Source: an optimization exercise on an open RTL-to-GDS flow (aim: small area). Production flows keep margins and buffers that such runs may drop.
Function was checked by simulation only, so behaviour that the tests miss may differ from the original.

==> 07-16: inputs <==
Design inv_kin, start of the top module:
module inv_kin(x, y, theta1, theta2, clock, rst);
  input  [31:0] x, y;
  output [31:0] theta1, theta2;
  input  clock;
  input  rst;
  localparam FA = 8;                        
  localparam [33:0] K265  = 34'd265 << 15;  
  localparam [33:0] K11   = 34'd11 << 15;
  localparam [33:0] MAGIC = 34'd4067204;    
  localparam [33:0] KAC1  = 34'd13177048;   
  localparam [33:0] KAC2  = 34'd13176792;   
  localparam [7:0] T_X2   = 8'd1;     
  localparam [7:0] T_SX   = 8'd17;
  localparam [7:0] T_Y2   = 8'd18;    
  localparam [7:0] T_SUM  = 8'd34;
  localparam [7:0] T_SUBK = 8'd35;
  localparam [7:0] T_ABSM = 8'd36;
  localparam [7:0] T_MG   = 8'd37;    
  localparam [7:0] T_E1   = 8'd48;    
  localparam [7:0] T_AC   = 8'd63;
  localparam [7:0] T_E2   = 8'd64;    
  localparam [7:0] T_S12  = 8'd84;    
  localparam [7:0] T_PX   = 8'd87;    
  localparam [7:0] T_E3   = 8'd103;   
  localparam [7:0] T_P1   = 8'd123;   
  localparam [7:0] T_PY   = 8'd126;   
  localparam [7:0] T_N    = 8'd142;   
  localparam [7:0] T_DIV  = 8'd144;   
  localparam [7:0] T_E4   = 8'd183;   
  localparam [7:0] T_END  = 8'd198;
  reg [31:0] xd, yd;
  reg [7:0]  t;
  reg [33:0] acc;
  reg [31:0] mq;
  reg        bc;
  reg [30:0] s, py;
  reg [9:0]  ix;
  reg [16:0] th2;
  reg        sgn2, ssg, pxs, pys, nsg;
  wire chg = (x != xd) | (y != yd);
  assign theta2 = {15'd0, th2};
  assign theta1 = {nsg, 15'd0, acc[FA+15:FA]};
  wire [30:0] e16 = {acc[13:0], mq[31:15]};
  localparam A_ACC = 3'd0, A_ZERO = 3'd1, A_ACC31 = 3'd2, A_E16 = 3'd3,
             A_TDIV = 3'd4, A_KAC1 = 3'd5, A_KAC2 = 3'd6, A_K11 = 3'd7;
  ...
export LEC_CHECK = 0
export ABC_AREA = 1
export CAP_MARGIN = 20
export CORE_MARGIN = 2
export CORE_UTILIZATION = 22
export CTS_BUF_LIST = sky130_fd_sc_hd__clkbuf_16
export CTS_CLUSTER_DIAMETER = 100
export CTS_CLUSTER_SIZE = 16
export SLEW_MARGIN = 20
export SYNTH_MEMORY_MAX_BITS = 131072
create_clock -name core_clock -period 20.0 [get_ports {clock}]
standard.sh (not shown) runs the stock make flow with config.mk's settings and CLKGATE_MAP_FILE= SYNTH_SCRIPT=/design/flow/synth_recipe.tcl, a recipe that flattens the netlist after the stock synthesis.
==> flow/flow/run.sh <==
#!/bin/bash
# Own layout flow: the standard flow, except that synthesis maps the logic with an
# area-only ABC script (flow/abc_area.script) and the port buffers are buf_1 cells.
set -euo pipefail
here=$(pwd)
rm -rf scripts_own
cp -r "$FLOW_HOME/scripts" scripts_own
cp flow/abc_area.script scripts_own/abc_area.script
bash standard.sh SCRIPTS_DIR="$here/scripts_own" synth > synth.log 2>&1
bash standard.sh "BUFFER_PORTS_ARGS=-buffer_cell sky130_fd_sc_hd__buf_1" finish > layout.log 2>&1
==> flow/flow/abc_area.script <==
strash
dch -f
amap -F 4 -A 4
strash
dch -f
amap -F 4 -A 4
strash
dch -f
amap -F 4 -A 4
topo
==> 04-21 (differences from 07-16) <==
==> flow/flow/abc_area.script (replaced) <==
strash
dch
map -a
strash
dch
map -a
strash
dch
map -a
topo
==> notes <==
- In register-to-register slack, 04-21 and 07-16 hardly differ.
- Non-clock buffer count: 07-16 is lower than 04-21 (11).
- In fmax, 04-21 and 07-16 hardly differ.
- Of 07-16 and 04-21, 04-21 has the higher routed wire length (gap about 3.7%, measured against 04-21).
- Between 04-21 and 07-16, the lower first-iteration DRC count is in 04-21 (gap 25%, measured against 07-16).
- Against 04-21, the worst setup slack of 07-16 is worse by 0.00089 ns.
- Of 07-16 and 04-21, 04-21 has the higher area after synthesis (gap about 3.7%, measured against 04-21).
- Between 04-21 and 07-16, the lower cell area is in 07-16 (gap about 3.2%, measured against 07-16).

==> separate check: timing with driven ports <==
No port has a modelled driver above. Below, the same layouts with a new extraction and two added sets of constraints. Step 1 sets driving cells, clkbuf_16 on the clock port and buf_2 on the other inputs (assumed; they add their load-dependent delay and slew). Step 2, shift: input delay + t, output delay - t, t = (earliest + latest rising clock arrival at the registers) / 2. This alone moves slack from input paths to output paths. Slacks: ideal / step 1 / step 2; pairs: ideal / step 1.
| run | t, ns | slack for setup (ns) | worst setup path after step 2 | latest minus earliest clock arrival (ns) | worst slew at a driven data input, ns |
|---|---|---|---|---|---|
| 07-16 | 0.581 | 0.951 / 0.951 / 0.951 | register to register | 0.020 / 0.019 | 0.04 |
| 04-21 | 0.577 | 0.952 / 0.952 / 0.952 | register to register | 0.015 / 0.015 | 0.05 |
After both steps setup and hold are still met in every run listed.
